What follows belongs to an exercise in optimizing a design on an open flow for small area, a short achievable clock period and few clock cycles; a production flow would make more cautious choices.
No run shown here included a check of the RTL's function; only the layout flow was run.

==> flow/design.v, too long to show whole: its modules and the start of the top module <==
// module mmm_q: 183 lines
// module mmm_inv: 139 lines
// module mmm_dreg: 7 lines
// module mmm_fa: 10 lines
// module mmm_ha: 9 lines
// module mmm_r2mm_2n: 8629 lines
module mmm_r2mm_2n
#(
    parameter K = 256
)
(
    input   wire            clk     ,
    input   wire            rst_n   ,
    input   wire [K-1  :0]  x       ,
    input   wire [K-1  :0]  y       ,
    input   wire [K-1  :0]  m       ,
    input   wire            req     ,
    output  wire [K-1  :0]  res     ,
    output  reg             val     
);
  // ...
==> flow/flow/run.sh <==
#!/bin/bash
set -uo pipefail
bash standard.sh SETUP_SLACK_MARGIN=22.5 MATCH_CELL_FOOTPRINT=0 \
  'BUFFER_PORTS_ARGS=-buffer_cell sky130_fd_sc_hd__buf_2' finish > standard_flow.log 2>&1
==> flow/standard.sh <==
#!/bin/bash
# synth_recipe.tcl (not shown) runs the flow's synth.tcl, then flattens the netlist and writes it again
# the make line also repeats each setting of config.mk as NAME=value (left out here)
make -C /OpenROAD-flow-scripts/flow DESIGN_CONFIG=/design/flow/config.mk WORK_HOME=/design/flow/orfs CLKGATE_MAP_FILE= SYNTH_SCRIPT=/design/flow/synth_recipe.tcl "${@:-finish}"
==> flow/config.mk <==
export PLATFORM = sky130hd
export DESIGN_NAME = mmm_r2mm_2n
export DESIGN_NICKNAME = mmm_r2mm_2n
export VERILOG_FILES = /design/flow/design.v
export SDC_FILE = /design/flow/constraint.sdc
export NUM_CORES = 8
export LEC_CHECK = 0
export CAP_MARGIN = 20
export CELL_PAD_IN_SITES_DETAIL_PLACEMENT = 1
export CORE_MARGIN = 2
export CORE_UTILIZATION = 55
export SETUP_SLACK_MARGIN = 2
export SLEW_MARGIN = 20
export SYNTH_HIERARCHICAL = 1
export SYNTH_MINIMUM_KEEP_SIZE = 0
export TNS_END_PERCENT = 5
==> flow/constraint.sdc <==
create_clock -name core_clock -period 30.0 [get_ports {clk}]
set_input_delay 6.0000 -clock core_clock [delete_from_list [all_inputs] [get_ports {clk}]]
set_output_delay 6.0000 -clock core_clock [all_outputs]
set_load 0.01 [all_outputs]
==> results.txt, run 1 <==
reg2reg start=u_q2.sr[1]; Layout Nets=19,700; Rel. slew slack=0.0498; Antenna diodes=approximately 250; Top Metal Used=met5; skew final=43.9 ps; CTS max path bufs=4; Crit path arrival time=8790 ps; Worst Setup Path Type=input port to register; cells after synthesis=around 15,000; total die area=between 0.2 and 0.3 mm2; instance count on the critical path=5; Via density=between 7 and 8; Sink Count=1,276; Root Buffer=clkbuf_16; fraction of area in multi-input gates=0.729; CP delay by family, top=compound AO/OA/AOI/OAI gates; via count=roughly 140k; Tap Cells=around 3,700; DRT Wirelength=778,000 um; setup TNS=0 ps; GR Layer Usage met3=0.257; CORE AREA=0.279 mm2; Post-CTS Hold Buffers=0; Design Area, Final=approximately 0.17 mm2; Post-Syn Nets=between 15,000 and 20,000; wl on met1=250,000 um; WL met3=112,000 um; MaxCap Viol Count=0; TritonCTS Buffers=170; Multi-input comb cells=~12,000; CTS clock-pin slew for the worst setup and hold paths=~70 ps; cts repair resizes=just under 400; status=no timing/DRC/antenna violations; DRT Pass-1 Iters=11; GR Util All Layers=0.543; R2R Setup Slk=22,420 ps
==> inputs of run 2 (changes only) <==
--- a/flow/design.v
+++ b/flow/design.v
@@ -357,53 +357,53 @@
     input   wire [K-1  :0]  y       ,
     input   wire [K-1  :0]  m       ,
     input   wire            req     ,
     output  wire [K-1  :0]  res     ,
     output  reg             val     
 );
 localparam KD = 8;
 localparam SW = 265;
-reg  [255:0]  Yr, Mr;
+reg  [255:0]  Yr, Mr, Rr;
 reg  [SW-1:0] Sr, Cr;
 reg           cinr;
 reg  [31:0]   sel;
 reg  [5:0]    cnt;
 wire [SW-1:0] ns, nc;
 wire ncin;
 wire idle  = (cnt == 6'd0);
 wire start = req & idle;
 wire it    = (cnt != 6'd0) && (cnt <= 6'd33);
 wire f1    = (cnt == 6'd34);
 wire f2    = (cnt == 6'd35);
 wire clr   = idle | f2;
-always @(posedge clk) begin Mr <= m; end
+always @(posedge clk) begin Yr <= y; Mr <= m; end
 wire [KD-1:0] inv_t, inv3_t;
 mmm_inv u_inv (.a(Mr[KD-1:1]), .inv(inv_t), .inv3(inv3_t));
 wire [KD-1:0] q_0;
 mmm_q u_q0 (.clk(clk), .clr(clr), .ns(ns[KD-1:0]), .nc(nc[KD-1:0]), .ncin(ncin), .inv(inv_t), .inv3(inv3_t), .q(q_0));
 wire [KD-1:0] q_1;
 mmm_q u_q1 (.clk(clk), .clr(clr), .ns(ns[KD-1:0]), .nc(nc[KD-1:0]), .ncin(ncin), .inv(inv_t), .inv3(inv3_t), .q(q_1));
 wire [KD-1:0] q_2;
 mmm_q u_q2 (.clk(clk), .clr(clr), .ns(ns[KD-1:0]), .nc(nc[KD-1:0]), .ncin(ncin), .inv(inv_t), .inv3(inv3_t), .q(q_2));
 wire [KD-1:0] q_3;
 mmm_q u_q3 (.clk(clk), .clr(clr), .ns(ns[KD-1:0]), .nc(nc[KD-1:0]), .ncin(ncin), .inv(inv_t), .inv3(inv3_t), .q(q_3));
+reg  [255:0] Xr;
+always @(posedge clk) Xr <= x;
 integer i;
 reg [KD-1:0] xn, mn;
 always @* begin
     xn = {KD{1'b0}}; mn = {KD{1'b0}};
     for (i = 1; i < 32; i = i + 1) begin
-        xn = xn | ({KD{sel[i]}} & x[i*KD +: KD]);
-        mn = mn | ({KD{sel[i]}} & m[i*KD +: KD]);
+        xn = xn | ({KD{sel[i]}} & Xr[i*KD +: KD]);
+        mn = mn | ({KD{sel[i]}} & Mr[i*KD +: KD]);
     end
 end
-reg [KD-1:0] xd, md;
-reg          s255, bor, ptop;
-always @(posedge clk) begin xd <= xn; md <= mn; s255 <= x[255]; end
-wire [KD:0] dp = {1'b0, xd} - {1'b0, md & {KD{s255}}} - {{KD{1'b0}}, bor};
+reg          bor, ptop;
+wire [KD:0] dp = {1'b0, xn} - {1'b0, mn & {KD{Xr[255]}}} - {{KD{1'b0}}, bor};
 wire [KD:0] d0 = {1'b0, x[KD-1:0]} - {1'b0, m[KD-1:0] & {KD{x[255]}}};
 wire [KD:0] dd = idle ? d0 : dp;
 wire [KD:0] be = {dd[KD-1:0], ~idle & ptop};
 always @(posedge clk) begin bor <= dd[KD]; ptop <= dd[KD-1]; end
 wire [3:0] b_one, b_two, b_neg;
 genvar gb;
 generate for (gb = 0; gb < 4; gb = gb + 1) begin : g_booth
     assign b_one[gb] = be[2*gb+1] ^ be[2*gb];
@@ -414,19 +414,19 @@
 mmm_dreg #(.W(12)) u_bd0 (.clk(clk), .d({b_neg, b_two, b_one}), .q({bn_0, bt_0, bo_0}));
 wire [3:0] bo_1, bt_1, bn_1;
 mmm_dreg #(.W(12)) u_bd1 (.clk(clk), .d({b_neg, b_two, b_one}), .q({bn_1, bt_1, bo_1}));
 wire [3:0] bo_2, bt_2, bn_2;
 mmm_dreg #(.W(12)) u_bd2 (.clk(clk), .d({b_neg, b_two, b_one}), .q({bn_2, bt_2, bo_2}));
 wire [3:0] bo_3, bt_3, bn_3;
 mmm_dreg #(.W(12)) u_bd3 (.clk(clk), .d({b_neg, b_two, b_one}), .q({bn_3, bt_3, bo_3}));
 always @(posedge clk) begin
-    if (start) sel <= {{29{1'b0}}, 3'b100};
+    if (start) sel <= {{30{1'b0}}, 2'b10};
     else if (it) sel <= {sel[30:0], 1'b0};
-    else sel <= {{30{1'b0}}, 2'b10};
+    else sel <= {32{1'b0}};
 end
 wire [2047:0] pq;
 genvar gj;
 generate for (gj = 0; gj < KD; gj = gj + 1) begin : g_pp
     assign pq[gj*256+0 +: 64] = ~({64{q_0[gj]}} & Mr[63:0]);
     assign pq[gj*256+64 +: 64] = ~({64{q_1[gj]}} & Mr[127:64]);
     assign pq[gj*256+128 +: 64] = ~({64{q_2[gj]}} & Mr[191:128]);
     assign pq[gj*256+192 +: 64] = ~({64{q_3[gj]}} & Mr[255:192]);
@@ -8957,18 +8957,18 @@
     end else if (f1) begin
         Sr <= {ns[SW-1:258], cpa};
         Cr <= {{(SW-256){1'b0}}, Mr};
         cinr <= 1'b0;
     end else begin
         Sr <= ns; Cr <= nc; cinr <= ncin;
     end
 end
-always @(posedge clk) Yr <= f2 ? ((~Sr[257] | cpa[257]) ? ~cpa[255:0] : ~Sr[255:0]) : y;
-assign res = Yr;
+always @(posedge clk) Rr <= (~Sr[257] | cpa[257]) ? ~cpa[255:0] : ~Sr[255:0];
+assign res = Rr;
 always @(posedge clk or negedge rst_n) begin
     if (!rst_n) begin
         cnt <= 6'd0; val <= 1'b0;
     end else begin
         val <= f2;
         if (start) cnt <= 6'd1;
         else if (f2) cnt <= 6'd0;
         else if (!idle) cnt <= cnt + 6'd1;
==> flow/config.mk (replaced) <==
export PLATFORM = sky130hd
export DESIGN_NAME = mmm_r2mm_2n
export DESIGN_NICKNAME = mmm_r2mm_2n
export VERILOG_FILES = /design/flow/design.v
export SDC_FILE = /design/flow/constraint.sdc
export NUM_CORES = 8
export LEC_CHECK = 0
export CAP_MARGIN = 20
export CORE_MARGIN = 2
export CORE_UTILIZATION = 55
export SETUP_SLACK_MARGIN = 2
export SLEW_MARGIN = 20
export SYNTH_HIERARCHICAL = 1
export SYNTH_MINIMUM_KEEP_SIZE = 0
export TNS_END_PERCENT = 5
==> run 2 against run 1 <==
  * Clock-buffer cell count is 37 higher
  * Synthesized cell count is 2.6% lower
  * Worst setup slack better by 380 ps
  * Critical path depth is 4 lower
  * Hold slack worse by 35 ps
  * Critical path type is now register to output port
  * Largest cell class unchanged
  * Highest routed layer unchanged
==> results.txt, run 2 <==
critical-path cell list=buf_2 (was buf_2, a22o_1, a221oi_1, nand3_1, or4_1); Worst Hold Class=register to register (unchanged); Fin. Hold Viols=0 (unchanged); CTS tree=yes (unchanged); DRT Wirelength=658,000 um (was 778,000 um); skew final=77.5 ps (was 43.9 ps); Die Span Y=545 um (was 533 um); post-layout min period=7680 ps (was 8060 ps); # H-tree levels=4 (unchanged); Worst setup SP type=register (was input port); max-slew violations=0 (unchanged); first-pass GRT wire length=944,000 um (was 1,090,000 um); die width=545 um (was 533 um); remaining antenna violation count after routing=0 (unchanged); CORE AREA=0.291 mm2 (was 0.279 mm2); CP Data Required Time=24,000 ps (was 30,740 ps); Post-CTS Hold Buffers=0 (unchanged); initial antenna violation count=90 (was 206); R2R Setup Slk=22,620 ps (was 22,420 ps); cells after synthesis=15,000 (was 15,400); GRT met2 Usage=0.635 (was 0.767); CTS clock-pin slew for the worst setup and hold paths=70 ps (about the same); Crit path arrival time=1680 ps (was 8790 ps); Largest regs=Cr (265), Sr (265) (unchanged); Post-Syn Area per Cell=10.7 um2 (was 10.0 um2); FF-to-FF End=Rr[161] (was Cr[179]); final non-filler cell total=19,100 (was 19,400); GRT busiest layer=met2 (unchanged); slowest stage delay, CP=510 ps (was 1070 ps); RSZ-0062 raised after global routing=true (unchanged); reg2reg path depth=26 (was 20); Worst Setup Path Type=register to output port (was input port to register); Synth Warn #=10 (unchanged); vias in the first global route=131,000 (was 144,000); Layout Nets=19,400 (was 19,700); area growth from synthesis to layout=8.87% (was 9.07%); CP Max Fanout=2 (unchanged); Root Buffer=clkbuf_16 (unchanged); Sink Count=1,763 (was 1,276); CTS max path bufs=4 (unchanged); Post-Syn Nets=19,400 (was 19,800); depth of the worst hold-timing path=0 (was 1); Critical Path Sink Type=output port (was register); post-detail-place hpwl=495,000 um (was 573,000 um); total die area=0.297 mm2 (was 0.284 mm2); CP delay by family, top=flip-flops (was compound AO/OA/AOI/OAI gates); largest net degree at the start of global routing=168 (was 157); Placed Instances=18,600 (was 18,700); hold endpoint=u_q1.Minv3[3] (was sel[22]); site row count=198 (was 194); Starting Density=0.553 (was 0.552); setup TNS=0 ps (unchanged); via count=124,000 (was 137,000); CP bufs+invs=1 (unchanged); Rel. slew slack=0.0830 (was 0.0498); mapped cell area=0.161 mm2 (was 0.154 mm2); CP max-delay cell=dfxtp_2 (was a221oi_1); share of cells above drive strength 1=0.137 (was 0.147); TritonCTS Buffers=212 (was 170); GR Layer Usage met3=0.168 (was 0.257); drt wl/cell=34.5 um (was 40.1 um); GR Util All Layers=0.445 (was 0.543); Min-Delay Startpoint=Mr[3] (was sel[21]); num ports=1,028 (unchanged); Residual DRC=0 (unchanged); final setup vio count=0 (unchanged); Via density=6.50 (was 7.08); count of input and output buffers=1,027 (unchanged); most frequent cells in the layout=fa_1, nand2_1, dfxtp_1, a22oi_1, xor2_1 (was nand2_1, fa_1, a22oi_1, buf_2, dfxtp_1); met1 Track Usage GR=0.548 (was 0.610); worst slew pin tran=1380 ps (was 1430 ps); DRT Pass-1 Iters=9 (was 11); Placer Congestion=1.06 (was 1.07); MaxCap Viol Count=0 (unchanged); reg2reg start=cnt[3] (was u_q2.sr[1]); worst-skew pair later-pin latency=960 ps (was 930 ps); grt total ovfl=0 (unchanged); FMAX=130 MHz (was 124 MHz); status=no timing/DRC/antenna violations (unchanged); DR iter-0 viols=13,800 (was 18,300); final worst path period share=0.256 (was 0.269); leading cell type in the layout, fill and taps excluded=fa_1 (was nand2_1)
==> run 2: worst max path at each step <==
stage          startpoint          to  slack, ps  depth (start not counted)
4_1_cts           Rr[112]    res[112]      22330                          1
2_1_floorplan      x[255]  u_bd0.q[7]      22100                         14
5_1_grt           Rr[190]    res[190]      22360                          1
6_report          Rr[191]    res[191]      22320                          1
3_3_place_gp       cnt[2]      Rr[52]      19880                         26
3_5_place_dp       cnt[2]      Rr[74]      19550                         26
==> run 2: area by class of cell <==
type,instances,area (um2)
diodes,52,130
clock buffers,263,5830
clock inverters,130,1560
fillers,24200,116000
inverters,97,369
multi-input cells,11600,120000
flip-flops and latches,1763,35500
well taps,3900,4880
repair buffers,1247,7250
==> run 2: per-layer routing <==
metal	vias to the layer above	share of wire
met5	-	0.00085
met4	80	0.088
met3	1974	0.13
met2	9004	0.42
met1	64000	0.36
li1	48900	-
==> run 2: through the flow <==
stage	hold WS (ps)	area, um2	worst slack (ps)	util
after floorplan	468	161000	22100	-
after global placement	442	167000	19880	0.573
after detailed placement	445	167000	19550	0.573
after CTS	461	175000	22330	0.600
after global routing	480	175000	22360	0.601
final	456	175000	22320	0.602
==> run 2: what timing repair did <==
| item | in CTS | in global routing |
|---|---|---|
| setup buffers | 9 | 12 |
| gates resized for setup | 61 | 49 |
| pin swaps | 6 | 5 |
| endpoints found under the setup margin | 720 | 721 |
| cloned | 14 | 1 |

-- port drivers added, routing unchanged --
Ports are ideal in the flow. The routed layouts listed here were re-timed in OpenROAD. Step 1 (the two cells are an assumption about what drives the block):
set clk [get_ports {clk}]
set_driving_cell -lib_cell sky130_fd_sc_hd__clkbuf_16 $clk
set_driving_cell -lib_cell sky130_fd_sc_hd__buf_2 [delete_from_list [all_inputs] $clk]
Step 2, shift: input delay + t, output delay - t, t = (earliest + latest rising clock arrival at the registers) / 2. This alone moves slack from input paths to output paths. a / b / c = ideal / step 1 / step 2; a / b = the first two.
| run | t (ns) | slack for setup (ns) | worst hold slack (ns) | worst setup path at the end |
|---|---|---|---|---|
| run 1 | 1.031 | 21.942 / 22.042 / 21.011 | 0.490 / 0.490 / 0.490 | input to register |
| run 2 | 1.049 | 22.319 / 22.196 / 21.478 | 0.456 / 0.456 / 0.456 | input to register |
After both steps every run listed still meets setup and hold. The setup slack of run 1, which loses most, moves by +0.100 ns with the drivers and by -0.931 ns with both steps.
